Background: an optimization exercise with open tools, aiming at small area, a short achievable clock period and few clock cycles. Do not read the settings as production practice. RTL that was checked went through simulation tests only; none was proved equivalent to the original.

==> flow/design.v <==
module sha_top
(
  input                 clk,
  input                 rst,
  input  logic [32-1:0] stop_sig,
  input  logic [8-1:0]  datain,
  output logic [32-1:0] st_tra,
  output logic          FINISH_FLAG,
  output logic [255:0]  hash
);
function automatic logic [31:0] k(input logic [5:0] n);
  case (n)
    6'd0: k = 32'h428a2f98;
    6'd1: k = 32'h71374491;
    6'd2: k = 32'hb5c0fbcf;
    6'd3: k = 32'he9b5dba5;
    6'd4: k = 32'h3956c25b;
    6'd5: k = 32'h59f111f1;
    6'd6: k = 32'h923f82a4;
    6'd7: k = 32'hab1c5ed5;
    6'd8: k = 32'hd807aa98;
    6'd9: k = 32'h12835b01;
    6'd10: k = 32'h243185be;
    6'd11: k = 32'h550c7dc3;
    6'd12: k = 32'h72be5d74;
    6'd13: k = 32'h80deb1fe;
    6'd14: k = 32'h9bdc06a7;
    6'd15: k = 32'hc19bf174;
    6'd16: k = 32'he49b69c1;
    6'd17: k = 32'hefbe4786;
    6'd18: k = 32'h0fc19dc6;
    6'd19: k = 32'h240ca1cc;
    6'd20: k = 32'h2de92c6f;
    6'd21: k = 32'h4a7484aa;
    6'd22: k = 32'h5cb0a9dc;
    6'd23: k = 32'h76f988da;
    6'd24: k = 32'h983e5152;
    6'd25: k = 32'ha831c66d;
    6'd26: k = 32'hb00327c8;
    6'd27: k = 32'hbf597fc7;
    6'd28: k = 32'hc6e00bf3;
    6'd29: k = 32'hd5a79147;
    6'd30: k = 32'h06ca6351;
    6'd31: k = 32'h14292967;
    6'd32: k = 32'h27b70a85;
    6'd33: k = 32'h2e1b2138;
    6'd34: k = 32'h4d2c6dfc;
    6'd35: k = 32'h53380d13;
    6'd36: k = 32'h650a7354;
    6'd37: k = 32'h766a0abb;
    6'd38: k = 32'h81c2c92e;
    6'd39: k = 32'h92722c85;
    6'd40: k = 32'ha2bfe8a1;
    6'd41: k = 32'ha81a664b;
    6'd42: k = 32'hc24b8b70;
    6'd43: k = 32'hc76c51a3;
    6'd44: k = 32'hd192e819;
    6'd45: k = 32'hd6990624;
    6'd46: k = 32'hf40e3585;
    6'd47: k = 32'h106aa070;
    6'd48: k = 32'h19a4c116;
    6'd49: k = 32'h1e376c08;
    6'd50: k = 32'h2748774c;
    6'd51: k = 32'h34b0bcb5;
    6'd52: k = 32'h391c0cb3;
    6'd53: k = 32'h4ed8aa4a;
    6'd54: k = 32'h5b9cca4f;
    6'd55: k = 32'h682e6ff3;
    6'd56: k = 32'h748f82ee;
    6'd57: k = 32'h78a5636f;
    6'd58: k = 32'h84c87814;
    6'd59: k = 32'h8cc70208;
    6'd60: k = 32'h90befffa;
    6'd61: k = 32'ha4506ceb;
    6'd62: k = 32'hbef9a3f7;
    6'd63: k = 32'hc67178f2;
    default: k = 32'h0;
  endcase
endfunction
function automatic logic [63:0] csa(input logic [31:0] x, input logic [31:0] y, input logic [31:0] z);
  logic [31:0] s, c;
  s = x ^ y ^ z;
  c = (x & y) | (x & z) | (y & z);
  csa = {s, c[30:0], 1'b0};
endfunction
function automatic logic [31:0] ksadd(input logic [31:0] x, input logic [31:0] y);
  logic [31:0] g, p, gn, pn;
  g = x & y;
  p = x ^ y;
  for (int s = 1; s < 32; s = s * 2) begin
    gn = g; pn = p;
    for (int i = s; i < 32; i++) begin
      gn[i] = g[i] | (p[i] & g[i-s]);
      pn[i] = p[i] & p[i-s];
    end
    g = gn; p = pn;
  end
  ksadd = (x ^ y) ^ {g[30:0], 1'b0};
endfunction
logic       in_byte, in_fin;
logic [7:0] in_data;
logic       rst_q;
always_ff @(posedge clk) begin
  if (rst) begin
    in_byte <= 1'b0;
    in_fin  <= 1'b0;
  end else begin
    in_byte <= (stop_sig == 32'd0);
    in_fin  <= (stop_sig == 32'd2);
  end
  in_data <= datain;
  rst_q   <= rst;
end
logic [60:0] cnt;         
logic [23:0] wbuf;        
logic        padm;        
logic        pwdone;      
logic        nolen;       
logic        final_blk;   
logic        padding;
logic        src_valid;
logic [31:0] src_word;
logic [31:0] padword;
assign padding = padm | in_fin;
always_comb begin
  case (cnt[1:0])
    2'd0: padword = 32'h8000_0000;
    2'd1: padword = {wbuf[7:0], 24'h80_0000};
    2'd2: padword = {wbuf[15:0], 16'h8000};
    default: padword = {wbuf[23:0], 8'h80};
  endcase
end
logic [5:0]  t0;           
logic [0:15][31:0] win;    
logic        blk_busy;     
logic        fin_act;      
logic [1:0]  fin_cnt;
logic        init;         
logic        acc;          
logic        v1, l1, v2, l2;
logic [5:0]  kidx;
logic [31:0] p;
logic        hsl;          
logic        w0ok;         
logic [31:0] a, b, c, d, e, f, g, h;
logic [0:3][31:0] ha, he;  
logic        fin_last;
logic        s0_adv;
logic [31:0] wnew, wsched;
assign fin_last = fin_act & (fin_cnt == 2'd3);
always_comb begin
  if (!padding) begin
    src_valid = in_byte & (cnt[1:0] == 2'd3);
    src_word  = {wbuf, in_data};
  end else begin
    src_valid = !final_blk;
    if (!pwdone)                              src_word = padword;
    else if (t0[3:0] == 4'd14 && !nolen)      src_word = cnt[60:29];
    else if (t0[3:0] == 4'd15 && !nolen)      src_word = {cnt[28:0], 3'b000};
    else                                      src_word = 32'd0;
  end
end
logic [31:0] sg0, sg1;
logic [63:0] ws1, ws2;
assign sg0 = {win[1][6:0], win[1][31:7]} ^ {win[1][17:0], win[1][31:18]} ^ {3'b000, win[1][31:3]};
assign sg1 = {win[14][16:0], win[14][31:17]} ^ {win[14][18:0], win[14][31:19]} ^ {10'b0, win[14][31:10]};
assign ws1 = csa(win[0], win[9], sg0);
assign ws2 = csa(ws1[63:32], ws1[31:0], sg1);
cpa32 u_wcpa (.x(ws2[63:32]), .y(ws2[31:0]), .s(wsched));
assign s0_adv = t0[5] | t0[4] | (src_valid & ((t0 != 6'd0) | w0ok));
assign wnew = (t0[5] | t0[4]) ? wsched : src_word;
logic        sel_sched, sel_src, sel_whold;
logic [31:0] win15_d;
assign sel_sched = t0[5] | t0[4];
assign sel_src   = s0_adv & !sel_sched;
assign sel_whold = !s0_adv;
assign win15_d = ({32{sel_sched}} & wsched) | ({32{sel_src}} & src_word) |
                 ({32{sel_whold}} & win[15]);
logic [31:0] hsel, kv;
logic [63:0] ps1;
assign hsel = hsl ? g : h;
assign kv   = k(kidx);
assign ps1  = csa(win[15], kv, hsel);
logic [31:0] bs1, bs0, ch, maj, anew, enew;
logic [63:0] ac1, ac2, ac3, ec1, ec2;
assign bs1 = {e[5:0], e[31:6]} ^ {e[10:0], e[31:11]} ^ {e[24:0], e[31:25]};
assign bs0 = {a[1:0], a[31:2]} ^ {a[12:0], a[31:13]} ^ {a[21:0], a[31:22]};
assign ch  = (e & f) ^ (~e & g);
assign maj = (a & b) ^ (a & c) ^ (b & c);
assign ec1 = csa(p, d, ch);
assign ec2 = csa(ec1[63:32], ec1[31:0], bs1);
cpa32 u_ecpa (.x(ec2[63:32]), .y(ec2[31:0]), .s(enew));
assign ac1 = csa(p, ch, maj);
assign ac2 = csa(ac1[63:32], bs1, bs0);
assign ac3 = csa(ac1[31:0], ac2[63:32], ac2[31:0]);
cpa32 u_acpa (.x(ac3[63:32]), .y(ac3[31:0]), .s(anew));
logic [31:0] suma, sume, iva, ive;
always_comb begin
  case (fin_cnt)
    2'd0: begin iva = 32'ha54ff53a; ive = 32'h5be0cd19; end
    2'd1: begin iva = 32'h3c6ef372; ive = 32'h1f83d9ab; end
    2'd2: begin iva = 32'hbb67ae85; ive = 32'h9b05688c; end
    default: begin iva = 32'h6a09e667; ive = 32'h510e527f; end
  endcase
end
assign suma = init ? iva : ha[0] + d;
assign sume = init ? ive : he[0] + h;
logic        sel_rnd, sel_fin, sel_hold;
logic [31:0] a_d, e_d;
assign sel_rnd  = v2;
assign sel_fin  = fin_act & !v2;
assign sel_hold = !v2 & !fin_act;
logic       blk_busy_n, fin_act_n;
logic [1:0] fin_cnt_n;
assign blk_busy_n = (t0 == 6'd63) | (blk_busy & !fin_last);
assign fin_act_n  = (v2 & l2) | (fin_act & !fin_last);
assign fin_cnt_n  = (v2 & l2) ? 2'd0 : fin_act ? fin_cnt + 2'd1 : fin_cnt;
assign a_d = ({32{sel_rnd}} & anew) | ({32{sel_fin}} & suma) | ({32{sel_hold}} & a);
assign e_d = ({32{sel_rnd}} & enew) | ({32{sel_fin}} & sume) | ({32{sel_hold}} & e);
always_ff @(posedge clk) begin
  if (rst_q) begin
    cnt       <= '0;
    padm      <= 1'b0;
    pwdone    <= 1'b0;
    nolen     <= 1'b0;
    final_blk <= 1'b0;
    t0        <= 6'd0;
    blk_busy  <= 1'b1;
    fin_act   <= 1'b1;
    fin_cnt   <= 2'd0;
    init      <= 1'b1;
    acc       <= 1'b0;
    v1 <= 1'b0; l1 <= 1'b0; v2 <= 1'b0; l2 <= 1'b0;
    hsl       <= 1'b1;
    w0ok      <= 1'b0;
  end else begin
    if (in_byte) begin
      cnt  <= cnt + 61'd1;
      acc  <= 1'b0;
    end
    if (in_fin) padm <= 1'b1;
    if (s0_adv) begin
      t0 <= t0 + 6'd1;
      if (t0 == 6'd62) acc <= 1'b1;
      if (t0 == 6'd63) begin
        blk_busy <= 1'b1;
        nolen    <= 1'b0;
      end
      if (padding && !(t0[5] | t0[4])) begin
        if (!pwdone) begin
          pwdone <= 1'b1;
          if (t0[3:1] == 3'b111) nolen <= 1'b1;
        end else if (t0[3:0] == 4'd15 && !nolen) begin
          final_blk <= 1'b1;
        end
      end
    end
    v1 <= s0_adv;
    l1 <= s0_adv & (t0 == 6'd63);
    v2 <= v1;
    l2 <= l1;
    if (v2 & l2) begin
      fin_act <= 1'b1;
      fin_cnt <= 2'd0;
    end else if (fin_act) begin
      fin_cnt <= fin_cnt + 2'd1;
      if (fin_last) begin
        fin_act  <= 1'b0;
        init     <= 1'b0;
        blk_busy <= 1'b0;
      end
    end
    hsl  <= v1 | fin_act_n;
    w0ok <= !blk_busy_n | (fin_act_n & fin_cnt_n[1]);
  end
end
always_ff @(posedge clk) begin
  if (rst) FINISH_FLAG <= 1'b0;
  else if (!rst_q && fin_last && final_blk) FINISH_FLAG <= 1'b1;
end
always_ff @(posedge clk) begin
  if (in_byte) wbuf <= {wbuf[15:0], in_data};
  if (s0_adv) win[0:14] <= win[1:15];
  win[15] <= win15_d;
  kidx <= t0;
  p <= ksadd(ps1[63:32], ps1[31:0]);
  if (fin_act) begin
    ha <= {ha[1], ha[2], ha[3], suma};
    he <= {he[1], he[2], he[3], sume};
  end
  a <= a_d;
  e <= e_d;
  if (v2 | fin_act) begin
    b <= a; c <= b; d <= c;
    f <= e; g <= f; h <= g;
  end
end
assign st_tra = {30'd0, acc, acc};
assign hash = {ha[3], ha[2], ha[1], ha[0], he[3], he[2], he[1], he[0]};
endmodule
module cpa32 (input logic [31:0] x, input logic [31:0] y, output logic [31:0] s);
  logic [31:0] g [0:5];
  logic [31:0] p [0:5];
  always_comb begin
    g[0] = x & y;
    p[0] = x ^ y;
    for (int l = 0; l < 5; l++) begin
      for (int i = 0; i < 32; i++) begin
        if ((i >> l) & 1) begin
          g[l+1][i] = g[l][i] | (p[l][i] & g[l][((i >> l) << l) - 1]);
          p[l+1][i] = p[l][i] & p[l][((i >> l) << l) - 1];
        end else begin
          g[l+1][i] = g[l][i];
          p[l+1][i] = p[l][i];
        end
      end
    end
    s = (x ^ y) ^ {g[5][30:0], 1'b0};
  end
endmodule
clock: 13.0 ns
lec_check: 0
cap_margin: 20
core_margin: 2
core_utilization: 45
cts_cluster_diameter: 100
cts_cluster_size: 20
place_density: 0.6
slew_margin: 20
synth_hierarchical: 1
synth_minimum_keep_size: 0
standard.sh (not shown) runs the stock make flow with config.mk's settings and CLKGATE_MAP_FILE= SYNTH_SCRIPT=/design/flow/synth_recipe.tcl, a recipe that flattens the netlist after the stock synthesis.
==> flow/flow/run.sh <==
#!/bin/bash
# Standard ORFS layout, with timing repair aimed at a setup slack margin of 8.5 ns
# (the clock period and constraints are unchanged) and plain buf_2 cells as the
# port buffers.
set -euo pipefail
bash standard.sh SETUP_SLACK_MARGIN=8.5 "BUFFER_PORTS_ARGS=-buffer_cell sky130_fd_sc_hd__buf_2" finish > standard_flow.log 2>&1
Testbench counts at the start, summed over its fixed seeds: cycles 63,502.
Change:
--- a/flow/design.v
+++ b/flow/design.v
@@ -135,5 +135,7 @@
 logic        blk_busy;     
 logic        fin_act;      
-logic [1:0]  fin_cnt;
+logic [1:0]  ph;           
+logic        fin_pend;     
+logic        acc_pend;     
 logic        init;         
 logic        acc;          
@@ -148,5 +150,5 @@
 logic        s0_adv;
 logic [31:0] wnew, wsched;
-assign fin_last = fin_act & (fin_cnt == 2'd3);
+assign fin_last = fin_act & (ph == 2'd3);
 always_comb begin
   if (!padding) begin
@@ -197,5 +199,5 @@
 logic [31:0] suma, sume, iva, ive;
 always_comb begin
-  case (fin_cnt)
+  case (ph)
     2'd0: begin iva = 32'ha54ff53a; ive = 32'h5be0cd19; end
     2'd1: begin iva = 32'h3c6ef372; ive = 32'h1f83d9ab; end
@@ -211,9 +213,8 @@
 assign sel_fin  = fin_act & !v2;
 assign sel_hold = !v2 & !fin_act;
-logic       blk_busy_n, fin_act_n;
-logic [1:0] fin_cnt_n;
+logic       blk_busy_n, fin_act_n, fin_req;
 assign blk_busy_n = (t0 == 6'd63) | (blk_busy & !fin_last);
-assign fin_act_n  = (v2 & l2) | (fin_act & !fin_last);
-assign fin_cnt_n  = (v2 & l2) ? 2'd0 : fin_act ? fin_cnt + 2'd1 : fin_cnt;
+assign fin_req    = fin_pend | (v2 & l2);
+assign fin_act_n  = (ph == 2'd3) ? fin_req : fin_act;
 assign a_d = ({32{sel_rnd}} & anew) | ({32{sel_fin}} & suma) | ({32{sel_hold}} & a);
 assign e_d = ({32{sel_rnd}} & enew) | ({32{sel_fin}} & sume) | ({32{sel_hold}} & e);
@@ -228,5 +229,7 @@
     blk_busy  <= 1'b1;
     fin_act   <= 1'b1;
-    fin_cnt   <= 2'd0;
+    ph        <= 2'd0;
+    fin_pend  <= 1'b0;
+    acc_pend  <= 1'b0;
     init      <= 1'b1;
     acc       <= 1'b0;
@@ -242,5 +245,4 @@
     if (s0_adv) begin
       t0 <= t0 + 6'd1;
-      if (t0 == 6'd62) acc <= 1'b1;
       if (t0 == 6'd63) begin
         blk_busy <= 1'b1;
@@ -260,17 +262,19 @@
     v2 <= v1;
     l2 <= l1;
-    if (v2 & l2) begin
-      fin_act <= 1'b1;
-      fin_cnt <= 2'd0;
-    end else if (fin_act) begin
-      fin_cnt <= fin_cnt + 2'd1;
-      if (fin_last) begin
-        fin_act  <= 1'b0;
-        init     <= 1'b0;
-        blk_busy <= 1'b0;
-      end
+    if ((acc_pend || (s0_adv && t0 == 6'd62)) && ph == 2'd0) begin
+      acc      <= 1'b1;
+      acc_pend <= 1'b0;
+    end else if (s0_adv && t0 == 6'd62) begin
+      acc_pend <= 1'b1;
+    end
+    ph       <= ph + 2'd1;
+    fin_act  <= fin_act_n;
+    fin_pend <= fin_req & (ph != 2'd3);
+    if (fin_last) begin
+      init     <= 1'b0;
+      blk_busy <= 1'b0;
     end
     hsl  <= v1 | fin_act_n;
-    w0ok <= !blk_busy_n | (fin_act_n & fin_cnt_n[1]);
+    w0ok <= !blk_busy_n | (fin_act_n & (ph[0] ^ ph[1]));
   end
 end
@@ -285,8 +289,6 @@
   kidx <= t0;
   p <= ksadd(ps1[63:32], ps1[31:0]);
-  if (fin_act) begin
-    ha <= {ha[1], ha[2], ha[3], suma};
-    he <= {he[1], he[2], he[3], sume};
-  end
+  ha <= {ha[1], ha[2], ha[3], fin_act ? suma : ha[0]};
+  he <= {he[1], he[2], he[3], fin_act ? sume : he[0]};
   a <= a_d;
   e <= e_d;
What happened: Cell area shrinks by 3.8%; die area shrinks by 3.5%; wire length shrinks by 8.2%; critical path depth stays the same; non-clock buffer count shrinks by 43; flip-flop and latch count grows by 2; clock-buffer cell count grows by 14; via count shrinks by 0.86%.
For the second run of this note, only the layout was checked, not whether the RTL still works.

-- what the ideal ports hide --
The flow's constraints put no driver on any port. The routed layouts listed below were extracted and timed again, unchanged, in two steps.
Step 1, drivers: a clkbuf_16 drives clk and a buf_2 each remaining input, both assumed.
Step 2 adds t to the input delays and takes it off the output delays; t is the mean of the earliest and latest rising clock arrival at the registers after step 1. Input paths then give back, and output paths get back, about the clock's delay inside the block.
Slacks: ideal ports / drivers / drivers and shift; pairs: ideal ports / drivers.
run	t (ns)	setup slack, ns	worst hold slack (ns)	latest minus earliest clock arrival (ns)	pins driven straight from the clock port
the first run	0.789	8.527 / 8.527 / 8.527	0.397 / 0.397 / 0.397	0.066 / 0.066	1
the second run	0.766	8.504 / 8.504 / 8.504	0.326 / 0.326 / 0.326	0.051 / 0.051	1
After both steps every run listed still meets setup and hold.
